This is an optimization exercise on Yosys and OpenROAD, whose aim is small area, not a production implementation.
Only simulation tests tie the RTL to the original design; equivalence was not proved.
Power and IR drop assume default switching activity.

===== run.sh =====
#!/bin/bash
# synth_recipe.tcl (not shown) runs the flow's synth.tcl, then flattens the netlist and writes it again
# the make line also repeats each setting of config.mk as NAME=value (left out here)
make -C /OpenROAD-flow-scripts/flow DESIGN_CONFIG=/design/flow/config.mk WORK_HOME=/design/flow/orfs CLKGATE_MAP_FILE= SYNTH_SCRIPT=/design/flow/synth_recipe.tcl finish

===== config.mk =====
export PLATFORM = sky130hd
export DESIGN_NAME = img_proc_top
export DESIGN_NICKNAME = img_proc_top
export VERILOG_FILES = /design/flow/design.v
export SDC_FILE = /design/flow/constraint.sdc
export NUM_CORES = 4
export LEC_CHECK = 0
export CAP_MARGIN = 20
export CORE_MARGIN = 2
export CORE_UTILIZATION = 45
export CTS_BUF_LIST = sky130_fd_sc_hd__clkbuf_16
export CTS_CLUSTER_DIAMETER = 60
export CTS_CLUSTER_SIZE = 30
export GPL_TIMING_DRIVEN = 0
export SLEW_MARGIN = 20

===== constraint.sdc =====
create_clock -name core_clock -period 10.0 [get_ports {i_clk}]
set_input_delay 2.0000 -clock core_clock [delete_from_list [all_inputs] [get_ports {i_clk}]]
set_output_delay 2.0000 -clock core_clock [all_outputs]
set_load 0.01 [all_outputs]

===== design.v =====
`timescale 1ns / 1ps
module img_proc_top(
    input           i_clk,
    input           someport, 
    input           i_data_valid,
    input [11:0]    pixel_in,
    output          o_data_valid,
    output [17:0]   o_waddr,
    output [11:0]   o_data,
    input [2:0]     filter_sel
);
    wire rst   = someport;
    wire mode2 = (filter_sel == 3'd2);
    wire mode3 = (filter_sel == 3'd3);
    wire [3:0] r_in = pixel_in[11:8];
    wire [3:0] g_in = pixel_in[7:4];
    wire [3:0] b_in = pixel_in[3:0];
    wire gy_0 = r_in[1] ^ r_in[0] ^ g_in[2];
    wire gy_1 = (r_in[1] & r_in[0]) | (r_in[1] & g_in[2]) | (r_in[0] & g_in[2]);
    wire gy_2 = r_in[2] ^ r_in[1] ^ g_in[3];
    wire gy_3 = (r_in[2] & r_in[1]) | (r_in[2] & g_in[3]) | (r_in[1] & g_in[3]);
    wire gy_4 = g_in[2] ^ g_in[0] ^ b_in[2];
    wire gy_5 = (g_in[2] & g_in[0]) | (g_in[2] & b_in[2]) | (g_in[0] & b_in[2]);
    wire gy_6 = r_in[3] ^ r_in[2] ^ g_in[3];
    wire gy_7 = (r_in[3] & r_in[2]) | (r_in[3] & g_in[3]) | (r_in[2] & g_in[3]);
    wire gy_8 = g_in[1] ^ b_in[3] ^ b_in[2];
    wire gy_9 = (g_in[1] & b_in[3]) | (g_in[1] & b_in[2]) | (b_in[3] & b_in[2]);
    wire gy_10 = r_in[3] ^ r_in[0] ^ g_in[2];
    wire gy_11 = (r_in[3] & r_in[0]) | (r_in[3] & g_in[2]) | (r_in[0] & g_in[2]);
    wire gy_12 = r_in[3] ^ r_in[1] ^ g_in[2];
    wire gy_13 = (r_in[3] & r_in[1]) | (r_in[3] & g_in[2]) | (r_in[1] & g_in[2]);
    wire gy_14 = r_in[2] ^ g_in[3] ^ g_in[0];
    wire gy_15 = (r_in[2] & g_in[3]) | (r_in[2] & g_in[0]) | (g_in[3] & g_in[0]);
    wire gy_16 = r_in[3] ^ r_in[0] ^ g_in[1];
    wire gy_17 = (r_in[3] & r_in[0]) | (r_in[3] & g_in[1]) | (r_in[0] & g_in[1]);
    wire gy_18 = g_in[0] ^ b_in[2] ^ b_in[0];
    wire gy_19 = (g_in[0] & b_in[2]) | (g_in[0] & b_in[0]) | (b_in[2] & b_in[0]);
    wire gy_20 = gy_0 ^ g_in[1] ^ b_in[3];
    wire gy_21 = (gy_0 & g_in[1]) | (gy_0 & b_in[3]) | (g_in[1] & b_in[3]);
    wire gy_22 = b_in[1] ^ b_in[0];
    wire gy_23 = b_in[1] & b_in[0];
    wire gy_24 = gy_1 ^ gy_2 ^ gy_4;
    wire gy_25 = (gy_1 & gy_2) | (gy_1 & gy_4) | (gy_2 & gy_4);
    wire gy_26 = b_in[1] ^ b_in[0];
    wire gy_27 = b_in[1] & b_in[0];
    wire gy_28 = gy_3 ^ gy_5 ^ gy_6;
    wire gy_29 = (gy_3 & gy_5) | (gy_3 & gy_6) | (gy_5 & gy_6);
    wire gy_30 = gy_8 ^ b_in[1];
    wire gy_31 = gy_8 & b_in[1];
    wire gy_32 = gy_7 ^ gy_9 ^ gy_10;
    wire gy_33 = (gy_7 & gy_9) | (gy_7 & gy_10) | (gy_9 & gy_10);
    wire gy_34 = b_in[3] ^ b_in[2];
    wire gy_35 = b_in[3] & b_in[2];
    wire gy_36 = gy_11 ^ r_in[1] ^ g_in[3];
    wire gy_37 = (gy_11 & r_in[1]) | (gy_11 & g_in[3]) | (r_in[1] & g_in[3]);
    wire gy_38 = g_in[0] ^ b_in[3];
    wire gy_39 = g_in[0] & b_in[3];
    wire gy_40 = r_in[2] ^ r_in[0] ^ g_in[1];
    wire gy_41 = (r_in[2] & r_in[0]) | (r_in[2] & g_in[1]) | (r_in[0] & g_in[1]);
    wire gy_42 = gy_12 ^ b_in[3] ^ b_in[0];
    wire gy_43 = (gy_12 & b_in[3]) | (gy_12 & b_in[0]) | (b_in[3] & b_in[0]);
    wire gy_44 = gy_13 ^ gy_14 ^ b_in[1];
    wire gy_45 = (gy_13 & gy_14) | (gy_13 & b_in[1]) | (gy_14 & b_in[1]);
    wire gy_46 = gy_15 ^ gy_16 ^ gy_18;
    wire gy_47 = (gy_15 & gy_16) | (gy_15 & gy_18) | (gy_16 & gy_18);
    wire gy_48 = gy_17 ^ gy_19 ^ gy_20;
    wire gy_49 = (gy_17 & gy_19) | (gy_17 & gy_20) | (gy_19 & gy_20);
    wire gy_50 = gy_21 ^ gy_23 ^ gy_24;
    wire gy_51 = (gy_21 & gy_23) | (gy_21 & gy_24) | (gy_23 & gy_24);
    wire gy_52 = gy_25 ^ gy_27 ^ gy_28;
    wire gy_53 = (gy_25 & gy_27) | (gy_25 & gy_28) | (gy_27 & gy_28);
    wire gy_54 = gy_29 ^ gy_31 ^ gy_32;
    wire gy_55 = (gy_29 & gy_31) | (gy_29 & gy_32) | (gy_31 & gy_32);
    wire gy_56 = gy_33 ^ gy_35 ^ gy_36;
    wire gy_57 = (gy_33 & gy_35) | (gy_33 & gy_36) | (gy_35 & gy_36);
    wire gy_58 = gy_37 ^ gy_39 ^ r_in[2];
    wire gy_59 = (gy_37 & gy_39) | (gy_37 & r_in[2]) | (gy_39 & r_in[2]);
    wire gy_60 = r_in[1] ^ g_in[0] ^ b_in[1];
    wire gy_61 = (r_in[1] & g_in[0]) | (r_in[1] & b_in[1]) | (g_in[0] & b_in[1]);
    wire gy_62 = gy_40 ^ b_in[2];
    wire gy_63 = gy_40 & b_in[2];
    wire gy_64 = gy_41 ^ gy_42;
    wire gy_65 = gy_41 & gy_42;
    wire gy_66 = gy_43 ^ gy_44;
    wire gy_67 = gy_43 & gy_44;
    wire gy_68 = gy_45 ^ gy_46;
    wire gy_69 = gy_45 & gy_46;
    wire gy_70 = gy_47 ^ gy_48 ^ gy_22;
    wire gy_71 = (gy_47 & gy_48) | (gy_47 & gy_22) | (gy_48 & gy_22);
    wire gy_72 = gy_49 ^ gy_50 ^ gy_26;
    wire gy_73 = (gy_49 & gy_50) | (gy_49 & gy_26) | (gy_50 & gy_26);
    wire gy_74 = gy_51 ^ gy_52 ^ gy_30;
    wire gy_75 = (gy_51 & gy_52) | (gy_51 & gy_30) | (gy_52 & gy_30);
    wire gy_76 = gy_53 ^ gy_54 ^ gy_34;
    wire gy_77 = (gy_53 & gy_54) | (gy_53 & gy_34) | (gy_54 & gy_34);
    wire gy_78 = gy_55 ^ gy_56 ^ gy_38;
    wire gy_79 = (gy_55 & gy_56) | (gy_55 & gy_38) | (gy_56 & gy_38);
    wire gy_80 = gy_57 ^ gy_58 ^ g_in[1];
    wire gy_81 = (gy_57 & gy_58) | (gy_57 & g_in[1]) | (gy_58 & g_in[1]);
    wire gy_82 = gy_59 ^ r_in[3] ^ g_in[2];
    wire gy_83 = (gy_59 & r_in[3]) | (gy_59 & g_in[2]) | (r_in[3] & g_in[2]);
    wire [14:0] gy_a = {1'b0, gy_83, gy_81, gy_79, gy_77, gy_75, gy_73, gy_71, gy_69, gy_67, gy_65, gy_63, gy_61, gy_60, r_in[0]};
    wire [14:0] gy_b = {1'b0, g_in[3], gy_82, gy_80, gy_78, gy_76, gy_74, gy_72, gy_70, gy_68, gy_66, gy_64, gy_62, 1'b0, b_in[0]};
    wire [14:0] gy_sum = gy_a + gy_b;
    wire [3:0] gray = gy_sum[14:11];
    wire [11:0] pix_st = {mode3 ? gray : r_in, g_in, b_in};
    reg [4:0] wcol;      
    reg [2:0] wq;        
    reg [1:0] nrows;     
    reg [5:0] ph;        
    reg [9:0] ctr;       
    wire row_done = i_data_valid && (wcol == 5'd31);
    wire trigger  = row_done && (nrows == 2'd2);
    wire pop      = (ph >= 6'd2) && (ph <= 6'd33);   
    wire outv     = (ph >= 6'd5);                     
    always @(posedge i_clk) begin
        if (rst) begin
            wcol  <= 5'd0;
            wq    <= 3'b001;
            nrows <= 2'd0;
            ph    <= 6'd0;
        end else begin
            if (i_data_valid) wcol <= wcol + 5'd1;
            if (row_done) begin
                wq <= {wq[1:0], wq[2]};
                if (nrows != 2'd2) nrows <= nrows + 2'd1;
            end
            if (trigger) ph <= 6'd1;
            else if (ph == 6'd36) ph <= 6'd0;
            else if (ph != 6'd0) ph <= ph + 6'd1;
        end
    end
    always @(posedge i_clk) begin
        if (rst || ctr == 10'd767) ctr <= 10'd0;
        else if (outv) ctr <= ctr + 10'd1;
    end
    wire [31:0] low;
    genvar k, i;
    generate
        for (i = 0; i < 32; i = i + 1) begin : g_low
            assign low[i] = pop && (ph <= 6'd33 - i);
        end
    endgenerate
    wire [35:0] tap [0:2];
    generate
        for (k = 0; k < 3; k = k + 1) begin : g_q
            reg [383:0] d;
            wire is_w = wq[k];
            wire arr  = is_w && i_data_valid;
            wire [31:0] en = {32{arr}} | (is_w ? low : {32{pop}});
            wire [11:0] in31 = is_w ? pix_st : d[11:0];
            for (i = 0; i < 31; i = i + 1) begin : g_s
                always @(posedge i_clk)
                    if (en[i]) d[i*12 +: 12] <= d[(i+1)*12 +: 12];
            end
            always @(posedge i_clk)
                if (en[31]) d[383:372] <= in31;
            assign tap[k] = d[35:0];
        end
    endgenerate
    wire [35:0] Ot = ({36{wq[0]}} & tap[0]) | ({36{wq[1]}} & tap[1]) | ({36{wq[2]}} & tap[2]);
    wire [35:0] M  = ({36{wq[2]}} & tap[0]) | ({36{wq[0]}} & tap[1]) | ({36{wq[1]}} & tap[2]);
    wire [35:0] N  = ({36{wq[1]}} & tap[0]) | ({36{wq[2]}} & tap[1]) | ({36{wq[0]}} & tap[2]);
    reg [23:0] wrap;
    always @(posedge i_clk)
        if (ph == 6'd2) wrap <= Ot[23:0];
    wire last1 = (ph == 6'd32);
    wire last2 = (ph == 6'd33);
    wire [35:0] O = {last2 ? wrap[23:12] : (last1 ? wrap[11:0] : Ot[35:24]),
                     last2 ? wrap[11:0] : Ot[23:12],
                     Ot[11:0]};
    wire ga0_0 = N[9] ^ N[20] ^ N[33];
    wire ga0_1 = (N[9] & N[20]) | (N[9] & N[33]) | (N[20] & N[33]);
    wire ga0_2 = N[10] ^ N[21] ^ N[34];
    wire ga0_3 = (N[10] & N[21]) | (N[10] & N[34]) | (N[21] & N[34]);
    wire ga0_4 = M[9] ^ M[20] ^ M[33];
    wire ga0_5 = (M[9] & M[20]) | (M[9] & M[33]) | (M[20] & M[33]);
    wire ga0_6 = N[11] ^ N[22] ^ N[35];
    wire ga0_7 = (N[11] & N[22]) | (N[11] & N[35]) | (N[22] & N[35]);
    wire ga0_8 = M[10] ^ M[21] ^ M[34];
    wire ga0_9 = (M[10] & M[21]) | (M[10] & M[34]) | (M[21] & M[34]);
    wire ga0_10 = O[11] ^ O[22] ^ O[35];
    wire ga0_11 = (O[11] & O[22]) | (O[11] & O[35]) | (O[22] & O[35]);
    wire ga0_12 = N[23] ^ M[11] ^ M[22];
    wire ga0_13 = (N[23] & M[11]) | (N[23] & M[22]) | (M[11] & M[22]);
    wire ga0_14 = ga0_0 ^ M[8] ^ M[32];
    wire ga0_15 = (ga0_0 & M[8]) | (ga0_0 & M[32]) | (M[8] & M[32]);
    wire ga0_16 = ga0_1 ^ ga0_2 ^ ga0_4;
    wire ga0_17 = (ga0_1 & ga0_2) | (ga0_1 & ga0_4) | (ga0_2 & ga0_4);
    wire ga0_18 = O[10] ^ O[21] ^ O[34];
    wire ga0_19 = (O[10] & O[21]) | (O[10] & O[34]) | (O[21] & O[34]);
    wire ga0_20 = ga0_3 ^ ga0_5 ^ ga0_6;
    wire ga0_21 = (ga0_3 & ga0_5) | (ga0_3 & ga0_6) | (ga0_5 & ga0_6);
    wire ga0_22 = ga0_8 ^ ga0_10;
    wire ga0_23 = ga0_8 & ga0_10;
    wire ga0_24 = ga0_7 ^ ga0_9 ^ ga0_11;
    wire ga0_25 = (ga0_7 & ga0_9) | (ga0_7 & ga0_11) | (ga0_9 & ga0_11);
    wire ga0_26 = ga0_12 ^ M[35] ^ O[23];
    wire ga0_27 = (ga0_12 & M[35]) | (ga0_12 & O[23]) | (M[35] & O[23]);
    wire ga0_28 = N[8] ^ N[32] ^ O[8];
    wire ga0_29 = (N[8] & N[32]) | (N[8] & O[8]) | (N[32] & O[8]);
    wire ga0_30 = ga0_14 ^ O[9] ^ O[20];
    wire ga0_31 = (ga0_14 & O[9]) | (ga0_14 & O[20]) | (O[9] & O[20]);
    wire ga0_32 = ga0_15 ^ ga0_16 ^ ga0_18;
    wire ga0_33 = (ga0_15 & ga0_16) | (ga0_15 & ga0_18) | (ga0_16 & ga0_18);
    wire ga0_34 = ga0_17 ^ ga0_19 ^ ga0_20;
    wire ga0_35 = (ga0_17 & ga0_19) | (ga0_17 & ga0_20) | (ga0_19 & ga0_20);
    wire ga0_36 = ga0_21 ^ ga0_23 ^ ga0_24;
    wire ga0_37 = (ga0_21 & ga0_23) | (ga0_21 & ga0_24) | (ga0_23 & ga0_24);
    wire ga0_38 = ga0_25 ^ ga0_27 ^ ga0_13;
    wire ga0_39 = (ga0_25 & ga0_27) | (ga0_25 & ga0_13) | (ga0_27 & ga0_13);
    wire ga0_40 = ga0_29 ^ ga0_30 ^ O[33];
    wire ga0_41 = (ga0_29 & ga0_30) | (ga0_29 & O[33]) | (ga0_30 & O[33]);
    wire ga0_42 = ga0_31 ^ ga0_32;
    wire ga0_43 = ga0_31 & ga0_32;
    wire ga0_44 = ga0_33 ^ ga0_34 ^ ga0_22;
    wire ga0_45 = (ga0_33 & ga0_34) | (ga0_33 & ga0_22) | (ga0_34 & ga0_22);
    wire ga0_46 = ga0_35 ^ ga0_36 ^ ga0_26;
    wire ga0_47 = (ga0_35 & ga0_36) | (ga0_35 & ga0_26) | (ga0_36 & ga0_26);
    wire ga0_48 = ga0_37 ^ ga0_38 ^ M[23];
    wire ga0_49 = (ga0_37 & ga0_38) | (ga0_37 & M[23]) | (ga0_38 & M[23]);
    wire [7:0] ga0_a = {1'b0, ga0_49, ga0_47, ga0_45, ga0_43, ga0_41, ga0_40, ga0_28};
    wire [7:0] ga0_b = {1'b0, ga0_39, ga0_48, ga0_46, ga0_44, ga0_42, 1'b0, O[32]};
    wire [7:0] ga0_sum = ga0_a + ga0_b;
    wire [3:0] gs0 = ga0_sum[7:4];
    wire ga1_0 = N[5] ^ N[16] ^ N[29];
    wire ga1_1 = (N[5] & N[16]) | (N[5] & N[29]) | (N[16] & N[29]);
    wire ga1_2 = N[6] ^ N[17] ^ N[30];
    wire ga1_3 = (N[6] & N[17]) | (N[6] & N[30]) | (N[17] & N[30]);
    wire ga1_4 = M[5] ^ M[16] ^ M[29];
    wire ga1_5 = (M[5] & M[16]) | (M[5] & M[29]) | (M[16] & M[29]);
    wire ga1_6 = N[7] ^ N[18] ^ N[31];
    wire ga1_7 = (N[7] & N[18]) | (N[7] & N[31]) | (N[18] & N[31]);
    wire ga1_8 = M[6] ^ M[17] ^ M[30];
    wire ga1_9 = (M[6] & M[17]) | (M[6] & M[30]) | (M[17] & M[30]);
    wire ga1_10 = O[7] ^ O[18] ^ O[31];
    wire ga1_11 = (O[7] & O[18]) | (O[7] & O[31]) | (O[18] & O[31]);
    wire ga1_12 = N[19] ^ M[7] ^ M[18];
    wire ga1_13 = (N[19] & M[7]) | (N[19] & M[18]) | (M[7] & M[18]);
    wire ga1_14 = ga1_0 ^ M[4] ^ M[28];
    wire ga1_15 = (ga1_0 & M[4]) | (ga1_0 & M[28]) | (M[4] & M[28]);
    wire ga1_16 = ga1_1 ^ ga1_2 ^ ga1_4;
    wire ga1_17 = (ga1_1 & ga1_2) | (ga1_1 & ga1_4) | (ga1_2 & ga1_4);
    wire ga1_18 = O[6] ^ O[17] ^ O[30];
    wire ga1_19 = (O[6] & O[17]) | (O[6] & O[30]) | (O[17] & O[30]);
    wire ga1_20 = ga1_3 ^ ga1_5 ^ ga1_6;
    wire ga1_21 = (ga1_3 & ga1_5) | (ga1_3 & ga1_6) | (ga1_5 & ga1_6);
    wire ga1_22 = ga1_8 ^ ga1_10;
    wire ga1_23 = ga1_8 & ga1_10;
    wire ga1_24 = ga1_7 ^ ga1_9 ^ ga1_11;
    wire ga1_25 = (ga1_7 & ga1_9) | (ga1_7 & ga1_11) | (ga1_9 & ga1_11);
    wire ga1_26 = ga1_12 ^ M[31] ^ O[19];
    wire ga1_27 = (ga1_12 & M[31]) | (ga1_12 & O[19]) | (M[31] & O[19]);
    wire ga1_28 = N[4] ^ N[28] ^ O[4];
    wire ga1_29 = (N[4] & N[28]) | (N[4] & O[4]) | (N[28] & O[4]);
    wire ga1_30 = ga1_14 ^ O[5] ^ O[16];
    wire ga1_31 = (ga1_14 & O[5]) | (ga1_14 & O[16]) | (O[5] & O[16]);
    wire ga1_32 = ga1_15 ^ ga1_16 ^ ga1_18;
    wire ga1_33 = (ga1_15 & ga1_16) | (ga1_15 & ga1_18) | (ga1_16 & ga1_18);
    wire ga1_34 = ga1_17 ^ ga1_19 ^ ga1_20;
    wire ga1_35 = (ga1_17 & ga1_19) | (ga1_17 & ga1_20) | (ga1_19 & ga1_20);
    wire ga1_36 = ga1_21 ^ ga1_23 ^ ga1_24;
    wire ga1_37 = (ga1_21 & ga1_23) | (ga1_21 & ga1_24) | (ga1_23 & ga1_24);
    wire ga1_38 = ga1_25 ^ ga1_27 ^ ga1_13;
    wire ga1_39 = (ga1_25 & ga1_27) | (ga1_25 & ga1_13) | (ga1_27 & ga1_13);
    wire ga1_40 = ga1_29 ^ ga1_30 ^ O[29];
    wire ga1_41 = (ga1_29 & ga1_30) | (ga1_29 & O[29]) | (ga1_30 & O[29]);
    wire ga1_42 = ga1_31 ^ ga1_32;
    wire ga1_43 = ga1_31 & ga1_32;
    wire ga1_44 = ga1_33 ^ ga1_34 ^ ga1_22;
    wire ga1_45 = (ga1_33 & ga1_34) | (ga1_33 & ga1_22) | (ga1_34 & ga1_22);
    wire ga1_46 = ga1_35 ^ ga1_36 ^ ga1_26;
    wire ga1_47 = (ga1_35 & ga1_36) | (ga1_35 & ga1_26) | (ga1_36 & ga1_26);
    wire ga1_48 = ga1_37 ^ ga1_38 ^ M[19];
    wire ga1_49 = (ga1_37 & ga1_38) | (ga1_37 & M[19]) | (ga1_38 & M[19]);
    wire [7:0] ga1_a = {1'b0, ga1_49, ga1_47, ga1_45, ga1_43, ga1_41, ga1_40, ga1_28};
    wire [7:0] ga1_b = {1'b0, ga1_39, ga1_48, ga1_46, ga1_44, ga1_42, 1'b0, O[28]};
    wire [7:0] ga1_sum = ga1_a + ga1_b;
    wire [3:0] gs1 = ga1_sum[7:4];
    wire ga2_0 = N[1] ^ N[12] ^ N[25];
    wire ga2_1 = (N[1] & N[12]) | (N[1] & N[25]) | (N[12] & N[25]);
    wire ga2_2 = N[2] ^ N[13] ^ N[26];
    wire ga2_3 = (N[2] & N[13]) | (N[2] & N[26]) | (N[13] & N[26]);
    wire ga2_4 = M[1] ^ M[12] ^ M[25];
    wire ga2_5 = (M[1] & M[12]) | (M[1] & M[25]) | (M[12] & M[25]);
    wire ga2_6 = N[3] ^ N[14] ^ N[27];
    wire ga2_7 = (N[3] & N[14]) | (N[3] & N[27]) | (N[14] & N[27]);
    wire ga2_8 = M[2] ^ M[13] ^ M[26];
    wire ga2_9 = (M[2] & M[13]) | (M[2] & M[26]) | (M[13] & M[26]);
    wire ga2_10 = O[3] ^ O[14] ^ O[27];
    wire ga2_11 = (O[3] & O[14]) | (O[3] & O[27]) | (O[14] & O[27]);
    wire ga2_12 = N[15] ^ M[3] ^ M[14];
    wire ga2_13 = (N[15] & M[3]) | (N[15] & M[14]) | (M[3] & M[14]);
    wire ga2_14 = ga2_0 ^ M[0] ^ M[24];
    wire ga2_15 = (ga2_0 & M[0]) | (ga2_0 & M[24]) | (M[0] & M[24]);
    wire ga2_16 = ga2_1 ^ ga2_2 ^ ga2_4;
    wire ga2_17 = (ga2_1 & ga2_2) | (ga2_1 & ga2_4) | (ga2_2 & ga2_4);
    wire ga2_18 = O[2] ^ O[13] ^ O[26];
    wire ga2_19 = (O[2] & O[13]) | (O[2] & O[26]) | (O[13] & O[26]);
    wire ga2_20 = ga2_3 ^ ga2_5 ^ ga2_6;
    wire ga2_21 = (ga2_3 & ga2_5) | (ga2_3 & ga2_6) | (ga2_5 & ga2_6);
    wire ga2_22 = ga2_8 ^ ga2_10;
    wire ga2_23 = ga2_8 & ga2_10;
    wire ga2_24 = ga2_7 ^ ga2_9 ^ ga2_11;
    wire ga2_25 = (ga2_7 & ga2_9) | (ga2_7 & ga2_11) | (ga2_9 & ga2_11);
    wire ga2_26 = ga2_12 ^ M[27] ^ O[15];
    wire ga2_27 = (ga2_12 & M[27]) | (ga2_12 & O[15]) | (M[27] & O[15]);
    wire ga2_28 = N[0] ^ N[24] ^ O[0];
    wire ga2_29 = (N[0] & N[24]) | (N[0] & O[0]) | (N[24] & O[0]);
    wire ga2_30 = ga2_14 ^ O[1] ^ O[12];
    wire ga2_31 = (ga2_14 & O[1]) | (ga2_14 & O[12]) | (O[1] & O[12]);
    wire ga2_32 = ga2_15 ^ ga2_16 ^ ga2_18;
    wire ga2_33 = (ga2_15 & ga2_16) | (ga2_15 & ga2_18) | (ga2_16 & ga2_18);
    wire ga2_34 = ga2_17 ^ ga2_19 ^ ga2_20;
    wire ga2_35 = (ga2_17 & ga2_19) | (ga2_17 & ga2_20) | (ga2_19 & ga2_20);
    wire ga2_36 = ga2_21 ^ ga2_23 ^ ga2_24;
    wire ga2_37 = (ga2_21 & ga2_23) | (ga2_21 & ga2_24) | (ga2_23 & ga2_24);
    wire ga2_38 = ga2_25 ^ ga2_27 ^ ga2_13;
    wire ga2_39 = (ga2_25 & ga2_27) | (ga2_25 & ga2_13) | (ga2_27 & ga2_13);
    wire ga2_40 = ga2_29 ^ ga2_30 ^ O[25];
    wire ga2_41 = (ga2_29 & ga2_30) | (ga2_29 & O[25]) | (ga2_30 & O[25]);
    wire ga2_42 = ga2_31 ^ ga2_32;
    wire ga2_43 = ga2_31 & ga2_32;
    wire ga2_44 = ga2_33 ^ ga2_34 ^ ga2_22;
    wire ga2_45 = (ga2_33 & ga2_34) | (ga2_33 & ga2_22) | (ga2_34 & ga2_22);
    wire ga2_46 = ga2_35 ^ ga2_36 ^ ga2_26;
    wire ga2_47 = (ga2_35 & ga2_36) | (ga2_35 & ga2_26) | (ga2_36 & ga2_26);
    wire ga2_48 = ga2_37 ^ ga2_38 ^ M[15];
    wire ga2_49 = (ga2_37 & ga2_38) | (ga2_37 & M[15]) | (ga2_38 & M[15]);
    wire [7:0] ga2_a = {1'b0, ga2_49, ga2_47, ga2_45, ga2_43, ga2_41, ga2_40, ga2_28};
    wire [7:0] ga2_b = {1'b0, ga2_39, ga2_48, ga2_46, ga2_44, ga2_42, 1'b0, O[24]};
    wire [7:0] ga2_sum = ga2_a + ga2_b;
    wire [3:0] gs2 = ga2_sum[7:4];
    wire sb_0 = N[21] ^ N[33] ^ M[33];
    wire sb_1 = (N[21] & N[33]) | (N[21] & M[33]) | (N[33] & M[33]);
    wire sb_2 = N[22] ^ N[34] ^ M[34];
    wire sb_3 = (N[22] & N[34]) | (N[22] & M[34]) | (N[34] & M[34]);
    wire sb_4 = N[23] ^ N[35] ^ M[35];
    wire sb_5 = (N[23] & N[35]) | (N[23] & M[35]) | (N[35] & M[35]);
    wire sb_6 = N[20] ^ N[32] ^ M[32];
    wire sb_7 = (N[20] & N[32]) | (N[20] & M[32]) | (N[32] & M[32]);
    wire sb_8 = sb_0 ^ ~M[9] ^ ~O[9];
    wire sb_9 = (sb_0 & ~M[9]) | (sb_0 & ~O[9]) | (~M[9] & ~O[9]);
    wire sb_10 = sb_1 ^ sb_2 ^ ~M[10];
    wire sb_11 = (sb_1 & sb_2) | (sb_1 & ~M[10]) | (sb_2 & ~M[10]);
    wire sb_12 = sb_3 ^ sb_4 ^ ~M[11];
    wire sb_13 = (sb_3 & sb_4) | (sb_3 & ~M[11]) | (sb_4 & ~M[11]);
    wire sb_14 = ~O[11] ^ ~O[23] ^ 1'b1;
    wire sb_15 = (~O[11] & ~O[23]) | (~O[11] & 1'b1) | (~O[23] & 1'b1);
    wire sb_16 = N[9] ^ O[33] ^ M[9];
    wire sb_17 = (N[9] & O[33]) | (N[9] & M[9]) | (O[33] & M[9]);
    wire sb_18 = N[10] ^ O[34] ^ M[10];
    wire sb_19 = (N[10] & O[34]) | (N[10] & M[10]) | (O[34] & M[10]);
    wire sb_20 = N[11] ^ O[35] ^ M[11];
    wire sb_21 = (N[11] & O[35]) | (N[11] & M[11]) | (O[35] & M[11]);
    wire sb_22 = O[23] ^ O[10] ^ 1'b1;
    wire sb_23 = (O[23] & O[10]) | (O[23] & 1'b1) | (O[10] & 1'b1);
    wire sb_24 = sb_6 ^ ~M[8] ^ ~O[8];
    wire sb_25 = (sb_6 & ~M[8]) | (sb_6 & ~O[8]) | (~M[8] & ~O[8]);
    wire sb_26 = sb_7 ^ sb_8 ^ ~O[21];
    wire sb_27 = (sb_7 & sb_8) | (sb_7 & ~O[21]) | (sb_8 & ~O[21]);
    wire sb_28 = sb_9 ^ sb_10 ^ ~O[10];
    wire sb_29 = (sb_9 & sb_10) | (sb_9 & ~O[10]) | (sb_10 & ~O[10]);
    wire sb_30 = sb_11 ^ sb_12 ^ sb_14;
    wire sb_31 = (sb_11 & sb_12) | (sb_11 & sb_14) | (sb_12 & sb_14);
    wire sb_32 = sb_13 ^ sb_15 ^ sb_5;
    wire sb_33 = (sb_13 & sb_15) | (sb_13 & sb_5) | (sb_15 & sb_5);
    wire sb_34 = N[8] ^ O[32] ^ M[8];
    wire sb_35 = (N[8] & O[32]) | (N[8] & M[8]) | (O[32] & M[8]);
    wire sb_36 = sb_16 ^ O[21] ^ O[8];
    wire sb_37 = (sb_16 & O[21]) | (sb_16 & O[8]) | (O[21] & O[8]);
    wire sb_38 = sb_17 ^ sb_18 ^ O[22];
    wire sb_39 = (sb_17 & sb_18) | (sb_17 & O[22]) | (sb_18 & O[22]);
    wire sb_40 = sb_19 ^ sb_20 ^ sb_22;
    wire sb_41 = (sb_19 & sb_20) | (sb_19 & sb_22) | (sb_20 & sb_22);
    wire sb_42 = sb_21 ^ sb_23 ^ O[11];
    wire sb_43 = (sb_21 & sb_23) | (sb_21 & O[11]) | (sb_23 & O[11]);
    wire sb_44 = sb_25 ^ sb_26 ^ 1'b1;
    wire sb_45 = (sb_25 & sb_26) | (sb_25 & 1'b1) | (sb_26 & 1'b1);
    wire sb_46 = sb_27 ^ sb_28 ^ ~O[22];
    wire sb_47 = (sb_27 & sb_28) | (sb_27 & ~O[22]) | (sb_28 & ~O[22]);
    wire sb_48 = sb_29 ^ sb_30;
    wire sb_49 = sb_29 & sb_30;
    wire sb_50 = sb_31 ^ sb_32;
    wire sb_51 = sb_31 & sb_32;
    wire sb_52 = sb_37 ^ sb_38 ^ O[9];
    wire sb_53 = (sb_37 & sb_38) | (sb_37 & O[9]) | (sb_38 & O[9]);
    wire sb_54 = sb_39 ^ sb_40;
    wire sb_55 = sb_39 & sb_40;
    wire sb_56 = sb_41 ^ sb_42 ^ 1'b1;
    wire sb_57 = (sb_41 & sb_42) | (sb_41 & 1'b1) | (sb_42 & 1'b1);
    wire [14:0] sb_a = {1'b0, 1'b1, sb_57, sb_55, sb_53, sb_52, sb_35, sb_34, 1'b1, sb_51, sb_49, sb_47, sb_45, sb_44, sb_24};
    wire [14:0] sb_b = {1'b0, 1'b0, sb_43, sb_56, sb_54, 1'b0, sb_36, O[20], 1'b0, sb_33, sb_50, sb_48, sb_46, 1'b0, ~O[20]};
    wire [14:0] sb_sum = sb_a + sb_b;
    wire edge_px = sb_sum[14];
    wire [11:0] res = mode3 ? {12{edge_px}} : {gs0, gs1, gs2};
    reg [11:0] r1, r2, r3;
    always @(posedge i_clk) begin
        r1 <= res;
        r2 <= r1;
        r3 <= r2;
    end
    assign o_data       = r3;
    assign o_data_valid = (mode2 || mode3) && outv;
    assign o_waddr      = {9'd0, ctr[9:1]};
endmodule

==> impl_metrics.ini, run 1 <==
[run_status]
run_status = finished clean

[critical_path]
critPathLaunchType = flop
r2r_setup_slack_ps = 2610
worstPathRequired_ps = 10510
path_class = reg -> reg
cp.arrival_ps = 7900
crit_path_end_kind = flop
crit_path_max_fanout = 10

[drt]
viasPerCell = 5.31
final_antenna_net_count = 0
first_pass_iters = 12
wl_met2_um = 42500
drcViolationCount = 0
vias = 20400
top_layer = met5
wl_per_cell_um = 23.6
wl_met1_um = 36400
drt-total-wl_um = 90700
initialDrtViolationCount = 2751
met3_wirelength_um = 9910

[finish]
seqCellArea_um2 = 36600
drive_gt1_share_pct = 8.11
multi_input_area_um2 = 7170
area_growth_syn_to_layout_pct = 11.2
layout_common_cells = 1176 x edfxtp_1, 233 x inv_1, 166 x nand2_1, 119 x fa_1, 94 x a222oi_1
fin_cells = 3841
utilization_pct = 50.6
nets = 2690
fin_area_um2 = 50000
fill_cells = 7903
final_common_cell = edfxtp_1

[logic_synthesis]
yosysTopAreaCellShare_pct = 78.6
syn_area_per_cell_um2 = 19.1
synth_cell_type_count = 59
syn_area_um2 = 44900
synth_area_leader_cell = edfxtp_1
ys.flop_type = edfxtp_1
synth-edff-count = 1176
syn-instance-count = 2353
async_flop_share_pct = 0
netlist_top_cells_area = edfxtp_1 79%, fa_1 5.3%, dfxtp_1 2.8%
synth_seq_cells = 1238
yosysWarnings = 1
yosysSeqAreaShare_pct = 81.3

[place]
placed_cells = 3690
dpl.hpwl_um = 65200
placed_area_um2 = 47000
gp_congestion = 0.909
port_buffers = 39

[power_and_ir_drop]
p_per_area_nw_per_um2 = 206
peakVddDrop_mv = 0.133
p_leak_nw = 17.7

[clock_tree]
cts_tree = done
path_clk_slew_ps = 80
root_buffer = clkbuf_16
cts.sinks = 1238
cts.repair.resized = 0
cts.path.max_buffers = 3
h-tree-depth = 3
clock_latency_ps = 670
numCtsBuffers = 79
hold_buffers = 0
postCtsSetupBuffers = 0

[floorplanning]
initial_core_util_pct = 45.5
design.die.area_um2 = 102000
fp.dieW_um = 320
dieHeight_um = 320
ios = 49
core-area_um2 = 98700
rows = 115

[sta]
period_needed_ps = 7390
grt_setup_unrepaired = no
fin_setup_tns_ps = 0
finalSetupViolCount = 0
worst_slew_pin_slew_ps = 1160
hold_viol_final = 0
worst_clock_skew_ps = 41.9
fmax_mhz = 135
fin_crit_sh_pct = 73.9
maxSlewHeadroom_pct = 22.9
maxSlewViolCount = 0

[grt]
grt_max_degree = 31
overflow = 0
grt_pass1_wl_um = 132000
grt_pass1_vias = 20500
grt_usage_pct = 17.8
antenna_found_initial = 2

[min_path]
min_path_type = reg -> reg

[job]
drv_cap = 0
[layer usage]
layer	track usage, %	vias to the layer above
li1	-	9112
met1	24.1	10400
met2	28.1	757
met3	5.29	127
met4	4.55	2
met5	0.189	-
[cell families after synthesis]
logic type	count (synthesis)	share of synthesized area, %
AO/OA/AOI/OAI	261	4.40
XOR/XNOR	31	0.604
adder cells (fa/ha/maj)	188	7.21
buffers and inverters	316	2.81
flip-flops	1238	81.3
multiplexers	37	0.894
other	1	0.00834
AND/OR/NAND/NOR	281	2.74
[cells in the mapped netlist (4+ instances only)]
master and count:
xnor2_1 19, mux2_2 25, nand4_1 7, xor2_1 12, nand2_1 166, a31o_2 4, o21ai_1 7, o21bai_1 4
inv_1 228, nand3_1 13, o21ai_0 56, edfxtp_1 1176, buf_1 15, nor2_1 56, ha_1 67, fa_1 119
or3_1 6, a222oi_1 94, dfxtp_1 62, nor2b_1 4, clkbuf_1 52, a21o_1 11, a21oi_1 40, buf_4 18
a22oi_1 15, nor3_1 6, a31oi_1 7, mux2i_1 12, and3_1 4
[area by class of cell]
cell class	count	area share (%)
repair buffers	44	0.896
clock buffers	79	3.96
clock inverters	68	1.92
well taps	1287	3.22
inverters	228	1.71
diodes	2	0.0100
plain buffers	88	0.816
multi-input cells	807	14.3
flip-flops and latches	1238	73.1
[path summary, 6_finish.rpt]
check,start,endpoint,cells after the start
setup / recovery,wq[0]$_SDFFE_PP1P_,r1[8]$_DFF_P_,18
hold / removal,r2[5]$_DFF_P_,r3[5]$_DFF_P_,0
setup reg to reg,wq[0]$_SDFFE_PP1P_,r1[8]$_DFF_P_,18
hold reg to reg,r2[5]$_DFF_P_,r3[5]$_DFF_P_,0
[state kept, by name, summed over array words and instances (netlist names)]
name and count:
wq 3, ctr 10, r3 12, wcol 5, g_q.d 1152, r1 12
wrap 24, nrows 2, r2 12, ph 6
[worst max-delay path, stage by stage (launching register included)]
cell and delay (ps):
dfxtp_1 400, buf_1 440, clkbuf_1 480, clkbuf_1 740
clkbuf_1 710, a222oi_1 370, fa_1 630, inv_1 60
fa_1 510, fa_1 440, ha_1 300, ha_1 320
a21oi_1 130, o21ai_0 100, a21oi_1 150, nor2b_1 70
o21ai_0 620, clkbuf_1 550, o21ai_0 210
[metrics by stage]
step | setup WS (ps) | total power (W) | hold slack (ps)
finish | 2610 | 0.0103 | 328
global route | 2420 | 0.0107 | 329
CTS | 2810 | 0.0104 | 329
detailed placement | 2790 | 0.00680 | 312
global placement | 2870 | 0.00677 | 309
floorplan | 4220 | 0.00651 | 310
[where the power goes]
part	leakage (nW)	switching, W	internal (W)
registers	11.4	0.0000848	0.00588
logic	4.86	0.000420	0.000289
clock network	1.43	0.00188	0.00173
total	17.7	0.00239	0.00790
==> run 2: changes to the inputs <==
--- a/config.mk
+++ b/config.mk
@@ -8,8 +8,8 @@
 export CAP_MARGIN = 20
 export CORE_MARGIN = 2
 export CORE_UTILIZATION = 45
-export CTS_BUF_LIST = sky130_fd_sc_hd__clkbuf_16
-export CTS_CLUSTER_DIAMETER = 60
-export CTS_CLUSTER_SIZE = 30
+export CTS_BUF_LIST = sky130_fd_sc_hd__clkbuf_8
+export CTS_CLUSTER_DIAMETER = 40
+export CTS_CLUSTER_SIZE = 20
 export GPL_TIMING_DRIVEN = 0
 export SLEW_MARGIN = 20
==> run 2 against run 1 <==
Compared with the run above:
- register-to-register slack hardly changed
- global-route usage grew 0.47 points
- maximum frequency about the same
- combinational power hardly changed
- area after synthesis unchanged
- non-clock buffer count stayed put
- via count increased by 2.7%
- critical endpoint unchanged
- largest power group unchanged
- highest routed layer is now met4
==> impl_metrics.ini, run 2 <==
[grt]
antenna_found_initial = 2
overflow = 0
grt_max_degree = 21
grt_pass1_wl_um = 135000
grt_usage_pct = 18.2
grt_pass1_vias = 21000

[logic_synthesis]
synth_common_cells = 1176 x edfxtp_1, 228 x inv_1, 166 x nand2_1
yosysWarnings = 1
netlist_top_cells_area = edfxtp_1 79%, fa_1 5.3%, dfxtp_1 2.8%
synth_seq_cells = 1238
yosysSeqAreaShare_pct = 81.3
synth_area_leader_cell = edfxtp_1
async_flop_share_pct = 0
syn_area_per_cell_um2 = 19.1
syn_area_um2 = 44900
synth-edff-count = 1176
synth_cell_type_count = 59
syn-instance-count = 2353
ys.flop_type = edfxtp_1
yosysTopAreaCellShare_pct = 78.6
synth_most_common_cell = edfxtp_1

[place]
placed_cells = 3690
port_buffers = 39
dpl.hpwl_um = 65200
placed_area_um2 = 47000
gp_congestion = 0.909

[sta]
fin_crit_sh_pct = 73.9
worst_clock_skew_ps = 52.4
grt_setup_unrepaired = no
fin_setup_tns_ps = 0
maxSlewViolCount = 0
hold_viol_final = 0
worst_slew_pin_slew_ps = 1100
fmax_mhz = 135
maxSlewHeadroom_pct = 26.6
period_needed_ps = 7390
finalSetupViolCount = 0

[critical_path]
worstPathRequired_ps = 10650
r2r_end = r1[8]$_DFF_P_
critPathLaunchType = flop
crit_path_max_fanout = 10
crit_path_end_kind = flop
r2r_setup_slack_ps = 2610
cp.arrival_ps = 8040
worstReg2RegStart = wq[0]$_SDFFE_PP1P_
crit_start = wq[0]$_SDFFE_PP1P_
path_class = reg -> reg
r2r_cells = 18

[run_status]
run_status = finished clean

[clock_tree]
numCtsBuffers = 136
path_clk_slew_ps = 70
cts.sinks = 1238
root_buffer = clkbuf_8
cts_tree = done
postCtsSetupBuffers = 0
cts.repair.resized = 0
clock_latency_ps = 830
hold_buffers = 0
h-tree-depth = 4
cts.path.max_buffers = 3

[drt]
final_antenna_net_count = 0
initialDrtViolationCount = 2977
first_pass_iters = 8
vias = 21000
drcViolationCount = 0
drt-total-wl_um = 92500
viasPerCell = 5.31
wl_per_cell_um = 23.5

[finish]
area_growth_syn_to_layout_pct = 11.5
top_regs = g_q.d: 1152 flops, wrap: 24 flops
fill_cells = 7925
top_register = g_q.d
fin_area_um2 = 50100
largest_reg_flops = 1152
layout_common_cells = 1176 x edfxtp_1, 234 x inv_1, 166 x nand2_1, 138 x clkbuf_8, 119 x fa_1
drive_gt1_share_pct = 11.3
nets = 2747
fin_cells = 3943
final_common_cell = edfxtp_1

[floorplanning]
core-area_um2 = 98700
ios = 49
dieHeight_um = 320
initial_core_util_pct = 45.5
rows = 115
fp.dieW_um = 320
design.die.area_um2 = 102000

[power_and_ir_drop]
peakVddDrop_mv = 0.111
p_seq_share_pct = 57.7
switchingPower_w = 0.00244
clockPowerShare_pct = 35.4
finalPower_w = 0.0103
pwr-share-comb_pct = 6.9
swShare_pct = 23.6
p_per_area_nw_per_um2 = 206
internal_power_w = 0.00789
p_leak_nw = 17.8

[min_path]
min_path_type = reg -> reg
hold_depth = 0
min_to = r3[5]$_DFF_P_
worstHoldStart = r2[5]$_DFF_P_

[job]
drv_cap = 0
==> run 2: cell count changes in the layout (fill, tap and decap cells not counted), sizes merged <==
cell / before / now
clkbuf: 131 / 190
inv: 262 / 279
clkinvlp: 1 / 13
clkinv: 28 / 36
bufinv: 5 / 12
diode: 2 / 1
==> run 2: logic make-up (layout without fill, tap and decap cells) <==
family                   after synthesis  after routing  share of synthesized area, %
AO/OA/AOI/OAI                        261            261                          4.40
adder cells (fa/ha/maj)              188            188                          7.21
flip-flops                          1238           1238                          81.3
AND/OR/NAND/NOR                      281            281                          2.74
XOR/XNOR                              31             31                         0.604
multiplexers                          37             37                         0.894
other                                  1             10                       0.00834
buffers and inverters                316            610                          2.81
==> run 2: metrics by stage <==
step | hold slack [ps] | util (%) | setup WS (ps)
6_report | 317 | 50.8 | 2610
5_1_grt | 320 | 50.8 | 2460
4_1_cts | 320 | 50.8 | 2840
3_5_place_dp | 312 | 47.6 | 2790
3_3_place_gp | 309 | 47.6 | 2870
2_1_floorplan | 310 | - | 4220
==> run 2: layer usage <==
metal / part of all wire, % / wire [µm] / global-route usage [%] / up-vias
li1: - / - / - / 9250
met1: 40 / 36900 / 24.2 / 10600
met2: 47 / 43600 / 28.8 / 890
met3: 11 / 10100 / 6.03 / 166
met4: 2.0 / 1840 / 5.21 / 0
met5: 0 / 0 / 0 / -
==> run 2: worst max path at each step <==
stage                         endpoint  slack, ps
3_3_place_gp            r1[10]$_DFF_P_       2870
2_1_floorplan  g_q[2].d[383]$_DFFE_PP_       4220
4_1_cts                  r1[8]$_DFF_P_       2840
3_5_place_dp   g_q[1].d[381]$_DFFE_PP_       2790
6_report                 r1[8]$_DFF_P_       2610
5_1_grt                  r1[8]$_DFF_P_       2460
==> run 2: worst max-delay path: stages (launching register included) <==
cell	delay (ps)
dfxtp_1	380
buf_1	430
clkbuf_1	490
clkbuf_1	760
clkbuf_1	710
a222oi_1	380
fa_1	630
inv_1	60
fa_1	460
fa_1	490
ha_1	300
ha_1	320
a21oi_1	130
o21ai_0	100
a21oi_1	150
nor2b_1	70
o21ai_0	660
clkbuf_1	510
o21ai_0	190
==> run 2: final cells by class <==
cell class                      instances  area, µm²  share of cell area, %
Sequential cell                      1238      36600                   72.9
Multi-Input combinational cell        807       7170                   14.3
Clock buffer                          138       1900                   3.79
Tap cell                             1287       1610                   3.21
Clock inverter                        112       1180                   2.36
Inverter                              228        856                   1.71
Timing Repair Buffer                   44        448                  0.894
Buffer                                 88        408                  0.814
Antenna cell                            1       2.50                0.00499
==> run 2: power groups by stage <==
stage	sequential [W]	clock, W	combinational, W
final	0.00596	0.00366	0.000710
after global routing	0.00598	0.00398	0.000805
after floorplan	0.00604	0	0.000469
after CTS	0.00597	0.00378	0.000720
after global placement	0.00607	0	0.000691
after detailed placement	0.00608	0	0.000712
==> run 3: changes to the inputs <==
--- a/config.mk
+++ b/config.mk
@@ -9,7 +9,5 @@
 export CORE_MARGIN = 2
 export CORE_UTILIZATION = 45
 export CTS_BUF_LIST = sky130_fd_sc_hd__clkbuf_8
-export CTS_CLUSTER_DIAMETER = 40
-export CTS_CLUSTER_SIZE = 20
 export GPL_TIMING_DRIVEN = 0
 export SLEW_MARGIN = 20
==> run 3 against run 2 <==
Compared with the run above:
- non-clock buffer count stayed put
- synthesized cell count stayed put
- cell count is 2.2% higher
- flip-flop and latch count stayed put
- register-to-register slack worse by 120 ps
- routed wire length is 0.87% higher
- maximum frequency is 1.5% lower
- cell area is 0.90% higher
- worst hold slack better by 1.7 ps
- via count is 1.8% higher
- clock power is 5% higher
- area after synthesis stayed put
- largest cell class unchanged
==> impl_metrics.ini, run 3 <==
[finish]
final_common_cell = edfxtp_1
layout_common_cells = 1176 x edfxtp_1, 289 x inv_1, 198 x clkbuf_8, 166 x nand2_1, 119 x fa_1
top_regs = g_q.d: 1152 flops, wrap: 24 flops
fin_area_um2 = 50600
area_growth_syn_to_layout_pct = 12.5
nets = 2799
utilization_pct = 51.2
largest_reg_flops = 1152
fin_cells = 4030
top_register = g_q.d
drive_gt1_share_pct = 11.1

[critical_path]
crit_path_end_kind = flop
crit_path_frequent_cell = clkbuf_1
path_class = reg -> reg
slowest_stage = clkbuf_1
cp_top_family = buffers and inverters
critPathLaunchType = flop
r2r_end = r1[8]$_DFF_P_
r2r_cells = 18
crit_start = wq[0]$_SDFFE_PP1P_
worst-path-buf-inv = 6
path_depth = 18
endpoint = r1[8]$_DFF_P_
path_cells = buf_1, clkbuf_1, clkbuf_1, clkbuf_1, a222oi_1, fa_1, inv_1, fa_1, fa_1, ha_1, ha_1, a21oi_1, o21ai_0, a21oi_1, nor2b_1, o21ai_0, clkbuf_1, o21ai_0
worstPathRequired_ps = 10670
r2r_setup_slack_ps = 2490
worstReg2RegStart = wq[0]$_SDFFE_PP1P_
crit_path_max_fanout = 10
slowest_delay_ps = 780
cp.arrival_ps = 8180

[clock_tree]
clock_latency_ps = 890
h-tree-depth = 4
cts.sinks = 1238
hold_buffers = 0
path_clk_slew_ps = 70
root_buffer = clkbuf_8
cts_tree = done
numCtsBuffers = 188
postCtsSetupBuffers = 0
cts.repair.resized = 0
cts.path.max_buffers = 3

[logic_synthesis]
synthMuxAreaShare_pct = 0.894
synth-compound-area-share_pct = 4.40
yosys.area_share.xor_xnor_pct = 0.604
synth-adder-area-share_pct = 7.21
syn_area_um2 = 44900
synth_cell_type_count = 59
ys.flop_type = edfxtp_1
netlist_top_cells_area = edfxtp_1 79%, fa_1 5.3%, dfxtp_1 2.8%
synth_area_leader_cell = edfxtp_1
synth_most_common_cell = edfxtp_1
synth_top_family_by_area = adder cells
async_flop_share_pct = 0
syn_area_per_cell_um2 = 19.1
yosys.area_share.simple_pct = 2.74
synth-edff-count = 1176
synth_common_cells = 1176 x edfxtp_1, 228 x inv_1, 166 x nand2_1
yosysTopAreaCellShare_pct = 78.6
yosysSeqAreaShare_pct = 81.3
syn-instance-count = 2353
yosysWarnings = 1
synth_seq_cells = 1238

[place]
port_buffers = 39
dpl.hpwl_um = 65200
gp_congestion = 0.909
placed_cells = 3690
placed_area_um2 = 47000

[run_status]
run_status = finished clean

[floorplanning]
design.die.area_um2 = 102000
ios = 49
rows = 115
initial_core_util_pct = 45.5
fp.dieW_um = 320
core-area_um2 = 98700
dieHeight_um = 320

[grt]
grt_pass1_vias = 21700
antenna_found_initial = 2
grt_pass1_wl_um = 136000
overflow = 0
grt_max_degree = 17
grt_usage_pct = 18.3

[power_and_ir_drop]
p_per_area_nw_per_um2 = 208
peakVddDrop_mv = 0.118
p_leak_nw = 18.3

[sta]
fin_setup_tns_ps = 0
hold_viol_final = 0
fmax_mhz = 133
hold_slack_ps = 319
maxSlewViolCount = 0
grt_setup_unrepaired = no
finalSetupViolCount = 0
worst_clock_skew_ps = 68.1
worst_slew_pin_slew_ps = 1140
period_needed_ps = 7510
fin_crit_sh_pct = 75.1
maxSlewHeadroom_pct = 24.1

[drt]
first_pass_iters = 9
drt-total-wl_um = 93300
initialDrtViolationCount = 2930
final_antenna_net_count = 0
viasPerCell = 5.29
drcViolationCount = 0
vias = 21300
wl_per_cell_um = 23.2

[min_path]
worstHoldStart = r2[5]$_DFF_P_
min_path_type = reg -> reg

[job]
drv_cap = 0
-- run 3: stage by stage --
step / setup WS (ps) / total power [W]
3_3_place_gp: 2870 / 0.00677
4_1_cts: 2780 / 0.0107
6_report: 2490 / 0.0105
2_1_floorplan: 4220 / 0.00651
3_5_place_dp: 2790 / 0.00680
5_1_grt: 2420 / 0.0110
-- run 3: power breakdown --
group	switching [W]	internal, W	leakage [nW]
Combinational	0.000420	0.000289	4.86
Clock	0.00191	0.00194	2.04
Sequential	0.0000854	0.00589	11.4
Total	0.00242	0.00812	18.3
-- run 3: metal layers --
metal	vias to the layer above	wire, µm	track usage (%)
li1	9368	-	-
met1	10900	37800	23.9
met2	935	43900	28.7
met3	157	9820	6.82
met4	0	1820	5.71
met5	-	0	0
-- run 3: cells by family (layout without fill, tap and decap cells) --
| group | count (synthesis) | after routing |
|---|---|---|
| fa+ha+maj | 188 | 188 |
| mux | 37 | 37 |
| buf+inv | 316 | 695 |
| other cells | 1 | 12 |
| flops | 1238 | 1238 |
| simple gates | 281 | 281 |
| xor+xnor | 31 | 31 |
| compound gates | 261 | 261 |
-- run 3: final cells by class --
cell class | count | area, µm²
well taps | 1287 | 1610
diodes | 3 | 7.51
flip-flops and latches | 1238 | 36600
repair buffers | 44 | 448
clock buffers | 198 | 2730
multi-input cells | 807 | 7170
plain buffers | 88 | 408
inverters | 228 | 856
fillers | 7909 | 48100
clock inverters | 137 | 805
-- run 3: worst min path at each step --
stage / endpoint / slack [ps] / depth (start not counted)
6_report: r3[5]$_DFF_P_ / 320 / 0
5_1_grt: r2[7]$_DFF_P_ / 330 / 0
4_1_cts: r3[5]$_DFF_P_ / 320 / 0
3_5_place_dp: r3[4]$_DFF_P_ / 310 / 0
3_3_place_gp: r2[3]$_DFF_P_ / 310 / 0
2_1_floorplan: r2[0]$_DFF_P_ / 310 / 0
-- run 3: worst register-to-register path: stages, from the launching register on --
cell and delay [ps]:
dfxtp_1 390, buf_1 460, clkbuf_1 490, clkbuf_1 780
clkbuf_1 740, a222oi_1 390, fa_1 630, inv_1 60
fa_1 510, fa_1 440, ha_1 300, ha_1 320
a21oi_1 130, o21ai_0 100, a21oi_1 150, nor2b_1 70
o21ai_0 620, clkbuf_1 550, o21ai_0 200
==> run 4: changes to the inputs <==
--- a/config.mk
+++ b/config.mk
@@ -7,7 +7,9 @@
 export LEC_CHECK = 0
 export CAP_MARGIN = 20
 export CORE_MARGIN = 2
-export CORE_UTILIZATION = 45
+export CORE_UTILIZATION = 55
 export CTS_BUF_LIST = sky130_fd_sc_hd__clkbuf_8
+export CTS_CLUSTER_DIAMETER = 40
+export CTS_CLUSTER_SIZE = 18
 export GPL_TIMING_DRIVEN = 0
 export SLEW_MARGIN = 20
==> run 4 against run 3 <==
Compared with the run above:
- clock power down 5.2%
- count of clock-buffer cells in the layout down 56
- cell area down 1.5%
- largest power group unchanged
- clock skew down 34 ps
- total power down 2.0%
- sequential power about the same
- sequential share of layout area up 1.1 points
- highest routed layer unchanged
- critical endpoint is now r1[3]$_DFF_P_
- still clean
- global-route usage up 3.7 points
- non-clock buffer count down 2
- flip-flop and latch count unchanged
- worst hold slack better by 2.8 ps
==> impl_metrics.ini, run 4 <==
[logic_synthesis]
synth_cell_type_count = 59
syn-instance-count = 2353
synth_most_common_cell = edfxtp_1
synth_area_leader_cell = edfxtp_1
yosysSeqAreaShare_pct = 81.3
synth_common_cells = 1176 x edfxtp_1, 228 x inv_1, 166 x nand2_1
syn_area_per_cell_um2 = 19.1
netlist_top_cells_area = edfxtp_1 79%, fa_1 5.3%, dfxtp_1 2.8%
async_flop_share_pct = 0
synth-edff-count = 1176
syn_area_um2 = 44900
synth_seq_cells = 1238
ys.flop_type = edfxtp_1
yosysWarnings = 1
yosysTopAreaCellShare_pct = 78.6

[job]
drv_cap = 0

[critical_path]
worst-path-buf-inv = 6
crit_path_max_fanout = 10
crit_path_frequent_cell = clkbuf_1
cp_top_family = buffers and inverters
crit_start = wq[0]$_SDFFE_PP1P_
path_cells = buf_1, clkbuf_1, clkbuf_1, clkbuf_1, a222oi_1, fa_1, inv_1, fa_1, fa_1, ha_1, ha_1, a21oi_1, o21ai_0, a21oi_1, nor2b_1, o21ai_0, clkbuf_1, o21ai_1
crit_path_end_kind = flop
cp.arrival_ps = 7820
path_class = reg -> reg
worstPathRequired_ps = 10600
slowest_stage = clkbuf_1
slowest_delay_ps = 720
critPathLaunchType = flop
worstReg2RegStart = wq[0]$_SDFFE_PP1P_

[min_path]
worstHoldStart = r2[1]$_DFF_P_
min_path_type = reg -> reg

[floorplanning]
fp.dieW_um = 290
initial_core_util_pct = 55.7
design.die.area_um2 = 84000
core-area_um2 = 80700
dieHeight_um = 290
rows = 104
ios = 49

[finish]
fill_cells = 5829
layout_common_cells = 1176 x edfxtp_1, 237 x inv_1, 166 x nand2_1, 142 x clkbuf_8, 119 x fa_1
largest_reg_flops = 1152
fin_cells = 3713
nets = 2744
top_register = g_q.d
top_regs = g_q.d: 1152 flops, wrap: 24 flops
final_common_cell = edfxtp_1
drive_gt1_share_pct = 11.2
area_growth_syn_to_layout_pct = 10.9

[grt]
grt_pass1_wl_um = 134000
overflow = 0
grt_max_degree = 19
grt_pass1_vias = 21100
antenna_found_initial = 3
grt_usage_pct = 22.0

[sta]
fmax_mhz = 139
maxSlewHeadroom_pct = 22.7
hold_viol_final = 0
period_needed_ps = 7220
finalSetupViolCount = 0
worst_slew_pin_slew_ps = 1150
grt_setup_unrepaired = no
worst_clock_skew_ps = 34.0
fin_crit_sh_pct = 72.2
fin_setup_tns_ps = 0
maxSlewViolCount = 0

[drt]
final_antenna_net_count = 0
drt-total-wl_um = 91800
viasPerCell = 5.68
first_pass_iters = 12
drcViolationCount = 0
wl_per_cell_um = 24.7
initialDrtViolationCount = 2851
vias = 21100

[clock_tree]
cts_tree = done
postCtsSetupBuffers = 0
cts.repair.resized = 0
cts.sinks = 1238
root_buffer = clkbuf_8
cts.path.max_buffers = 3
clock_latency_ps = 790
numCtsBuffers = 135
h-tree-depth = 4
path_clk_slew_ps = 90
hold_buffers = 0

[place]
placed_cells = 3463
port_buffers = 39
gp_congestion = 0.928
dpl.hpwl_um = 64400

[power_and_ir_drop]
p_per_area_nw_per_um2 = 207
p_leak_nw = 17.8
peakVddDrop_mv = 0.125

[run_status]
run_status = finished clean
[run 4: logic make-up (layout without fill, tap and decap cells)]
kind of cell    after synthesis  count (layout)  share of synthesized area (%)
flops                      1238            1238                           81.3
buf+inv                     316             607                           2.81
simple gates                281             281                           2.74
compound gates              261             261                           4.40
fa+ha+maj                   188             188                           7.21
mux                          37              37                          0.894
xor+xnor                     31              31                          0.604
other cells                   1              10                        0.00834
[run 4: final cells by class]
class	instances	area, µm²	area share (%)
Inverter	228	856	1.72
Clock buffer	142	1950	3.92
Multi-Input combinational cell	807	7170	14.4
Antenna cell	1	2.50	0.00502
Timing Repair Buffer	42	437	0.876
Clock inverter	107	1140	2.28
Buffer	88	408	0.818
Tap cell	1060	1330	2.66
Sequential cell	1238	36600	73.3
[run 4: path summary, 6_finish.rpt]
path | endpoint | slack [ps] | depth (start not counted)
worst min-delay path | r3[1]$_DFF_P_ | 320 | 0
worst min register to register | r3[1]$_DFF_P_ | 320 | 0
worst max-delay path | r1[3]$_DFF_P_ | 2780 | 18
worst max register to register | r1[3]$_DFF_P_ | 2780 | 18
[run 4: where the power goes]
group          total [W]  internal [W]  switching (W)
clock            0.00365       0.00179        0.00187
sequential       0.00596       0.00588      0.0000837
combinational   0.000711      0.000289       0.000421
total             0.0103       0.00796        0.00237
[run 4: per-stage QoR]
step / instance area [µm²] / worst slack, ps / hold WS [ps] / total power (W) / util [%]
after floorplan: 45000 / 4220 / 310 / 0.00651 / -
after global placement: 46700 / 2930 / 309 / 0.00676 / 57.9
after detailed placement: 46800 / 2860 / 312 / 0.00679 / 57.9
after CTS: 49800 / 2870 / 317 / 0.0105 / 61.8
after global routing: 49800 / 2410 / 325 / 0.0108 / 61.8
final: 49800 / 2780 / 322 / 0.0103 / 61.8
[run 4: per-layer routing]
metal  wire [µm]  part of all wire (%)  GRT usage, %
met1       37600                    41          30.3
met2       43300                    47          34.0
met3        8650                   9.4          6.46
met4        2300                   2.5          7.74
met5           0                     0             0
==> run 5: changes to the inputs <==
--- a/config.mk
+++ b/config.mk
@@ -9,7 +9,7 @@
 export CORE_MARGIN = 2
 export CORE_UTILIZATION = 55
 export CTS_BUF_LIST = sky130_fd_sc_hd__clkbuf_8
-export CTS_CLUSTER_DIAMETER = 40
+export CTS_CLUSTER_DIAMETER = 45
 export CTS_CLUSTER_SIZE = 18
 export GPL_TIMING_DRIVEN = 0
 export SLEW_MARGIN = 20
==> run 5 against run 4 <==
Compared with the run above:
- sequential power about the same
- die area unchanged
- non-clock buffer count unchanged
- flip-flop and latch count unchanged
==> impl_metrics.ini, run 5 <==
[grt]
grt_usage_pct = 21.8
grt_pass1_wl_um = 134000
grt_pass1_vias = 21000
grt_max_degree = 19
antenna_found_initial = 4
overflow = 0

[power_and_ir_drop]
pwr-share-comb_pct = 7.1
clockPowerShare_pct = 33.4
finalPower_w = 0.0100
p_seq_share_pct = 59.5
p_leak_nw = 17.6
internal_power_w = 0.00771
switchingPower_w = 0.00231
peakVddDrop_mv = 0.160
p_per_area_nw_per_um2 = 203
swShare_pct = 23.1

[logic_synthesis]
synth_common_cells = 1176 x edfxtp_1, 228 x inv_1, 166 x nand2_1
yosysTopAreaCellShare_pct = 78.6
synth_cell_type_count = 59
yosysWarnings = 1
synth_top_family_by_area = adder cells
synth_area_leader_cell = edfxtp_1
syn_area_um2 = 44900
yosys.area_share.xor_xnor_pct = 0.604
syn-instance-count = 2353
syn_area_per_cell_um2 = 19.1
ys.flop_type = edfxtp_1
synth-edff-count = 1176
synthMuxAreaShare_pct = 0.894
synth_seq_cells = 1238
yosysSeqAreaShare_pct = 81.3
netlist_top_cells_area = edfxtp_1 79%, fa_1 5.3%, dfxtp_1 2.8%
async_flop_share_pct = 0
yosys.area_share.simple_pct = 2.74
synth_most_common_cell = edfxtp_1
synth-compound-area-share_pct = 4.40
synth-adder-area-share_pct = 7.21

[finish]
final_common_cell = edfxtp_1
utilization_pct = 61.3
fill_cells = 5814
largest_reg_flops = 1152
nets = 2724
fin_cells = 3671
top_register = g_q.d
top_regs = g_q.d: 1152 flops, wrap: 24 flops
drive_gt1_share_pct = 10.0
area_growth_syn_to_layout_pct = 9.99
layout_common_cells = 1176 x edfxtp_1, 233 x inv_1, 166 x nand2_1, 119 x fa_1, 115 x clkbuf_8

[sta]
hold_slack_ps = 322
fin_setup_tns_ps = 0
grt_setup_unrepaired = no
fin_crit_sh_pct = 73.5
worst_slew_pin_slew_ps = 1170
fmax_mhz = 136
finalSetupViolCount = 0
maxSlewViolCount = 0
worst_clock_skew_ps = 58.2
maxSlewHeadroom_pct = 21.0
period_needed_ps = 7350
hold_viol_final = 0

[floorplanning]
initial_core_util_pct = 55.7
fp.dieW_um = 290
core-area_um2 = 80700
design.die.area_um2 = 84000
rows = 104
dieHeight_um = 290
ios = 49

[clock_tree]
hold_buffers = 0
clock_latency_ps = 760
root_buffer = clkbuf_8
path_clk_slew_ps = 100
h-tree-depth = 3
postCtsSetupBuffers = 0
numCtsBuffers = 115
cts.repair.resized = 0
cts_tree = done
cts.sinks = 1238
cts.path.max_buffers = 3

[critical_path]
critPathLaunchType = flop
crit_path_end_kind = flop
worstPathRequired_ps = 10560
cp.arrival_ps = 7920
cp_top_family = buffers and inverters
worst-path-buf-inv = 6
path_class = reg -> reg
crit_path_max_fanout = 10
crit_path_frequent_cell = clkbuf_1
slowest_stage = clkbuf_1
path_cells = buf_1, clkbuf_1, clkbuf_1, clkbuf_1, a222oi_1, fa_1, inv_1, fa_1, fa_1, ha_1, ha_1, a21oi_1, o21ai_0, a21oi_1, nor2b_1, o21ai_0, clkbuf_1, o21ai_1
slowest_delay_ps = 750

[job]
drv_cap = 0

[min_path]
min_path_type = reg -> reg

[drt]
viasPerCell = 5.71
vias = 20900
wl_per_cell_um = 24.9
initialDrtViolationCount = 2938
first_pass_iters = 15
final_antenna_net_count = 0
drcViolationCount = 0
drt-total-wl_um = 91500

[place]
port_buffers = 39
dpl.hpwl_um = 64400
placed_cells = 3463
gp_congestion = 0.928

[run_status]
run_status = finished clean
==> run 5: worst reg2reg max path: stages, from the launching register on <==
cell and delay (ps):
dfxtp_1 420, buf_1 420, clkbuf_1 510, clkbuf_1 680, clkbuf_1 760, a222oi_1 370
fa_1 620, inv_1 50, fa_1 500, fa_1 430, ha_1 290, ha_1 310
a21oi_1 120, o21ai_0 100, a21oi_1 150, nor2b_1 60, o21ai_0 580, clkbuf_1 560
o21ai_1 210
==> run 5: final timing paths <==
kind / from / endpoint / slack [ps] / cells after the start
hold / removal: r2[1]$_DFF_P_ / r3[1]$_DFF_P_ / 320 / 0
hold reg to reg: r2[1]$_DFF_P_ / r3[1]$_DFF_P_ / 320 / 0
setup reg to reg: wq[0]$_SDFFE_PP1P_ / r1[3]$_DFF_P_ / 2650 / 18
setup / recovery: wq[0]$_SDFFE_PP1P_ / r1[3]$_DFF_P_ / 2650 / 18
==> run 5: through the flow <==
stage,cell area (µm²),worst slack (ps)
final,49400,2650
after global routing,49400,2340
after CTS,49400,2840
after detailed placement,46800,2860
after global placement,46700,2930
after floorplan,45000,4220
==> run 5: layer usage <==
layer	share of wire, %	vias up	GRT usage, %	wire length [µm]
met4	2.3	0	6.29	2130
met3	10	162	6.36	9180
li1	-	9154	-	-
met5	0	-	0	0
met1	41	10700	30.2	37100
met2	47	907	34.2	43100
==> run 5: layout make-up <==
type                    instances  area (µm²)  share of cell area, %
clock buffers                 115        1580                   3.20
flip-flops and latches       1238       36600                   73.9
multi-input cells             807        7170                   14.5
inverters                     228         856                   1.73
clock inverters                90        1090                   2.21
repair buffers                 42         437                  0.883
plain buffers                  88         408                  0.825
diodes                          3        7.51                 0.0152
well taps                    1060        1330                   2.68
==> run 5: power groups by stage <==
stage                     sequential [W]  combinational, W  clock (W)
after floorplan                  0.00604          0.000469          0
after detailed placement         0.00608          0.000709          0
after global routing             0.00598          0.000799    0.00365
after global placement           0.00607          0.000690          0
final                            0.00596          0.000711    0.00334
after CTS                        0.00597          0.000717    0.00345
==> run 5: cells by family after synthesis <==
logic type | after synthesis
compound gates | 261
xor+xnor | 31
fa+ha+maj | 188
buf+inv | 316
flops | 1238
mux | 37
other cells | 1
simple gates | 281

## re-timing with driven ports
The results above use ideal ports. As a check the final layouts listed here were re-extracted and re-timed, cells and wires unchanged. Step 1 assumes that a clkbuf_16 drives the clock port and a buf_2 every other input. Step 2 adds t to the input delays and takes it off the output delays; t is the mean of the earliest and latest rising clock arrival at the registers after step 1. Input paths then give back, and output paths get back, about the clock's delay inside the block. Three values: ideal ports, drivers, drivers and shift; two values: the first two.
| run | shift t [ns] | setup slack, ns | hold WS [ns] | worst register clock-pin slew, ns | cell pins on the clock port's net |
|---|---|---|---|---|---|
| run 1 | 0.718 | 2.610 / 2.610 / 2.610 | 0.328 / 0.328 / 0.328 | 0.10 / 0.10 | 1 |
| run 2 | 0.863 | 2.611 / 2.611 / 2.611 | 0.317 / 0.317 / 0.317 | 0.11 / 0.11 | 1 |
| run 3 | 0.912 | 2.495 / 2.495 / 2.495 | 0.319 / 0.319 / 0.319 | 0.07 / 0.07 | 1 |
| run 4 | 0.831 | 2.781 / 2.781 / 2.781 | 0.322 / 0.322 / 0.322 | 0.10 / 0.10 | 1 |
| run 5 | 0.796 | 2.647 / 2.647 / 2.647 | 0.322 / 0.322 / 0.322 | 0.10 / 0.10 | 1 |
After both steps setup and hold are still met in every run listed.
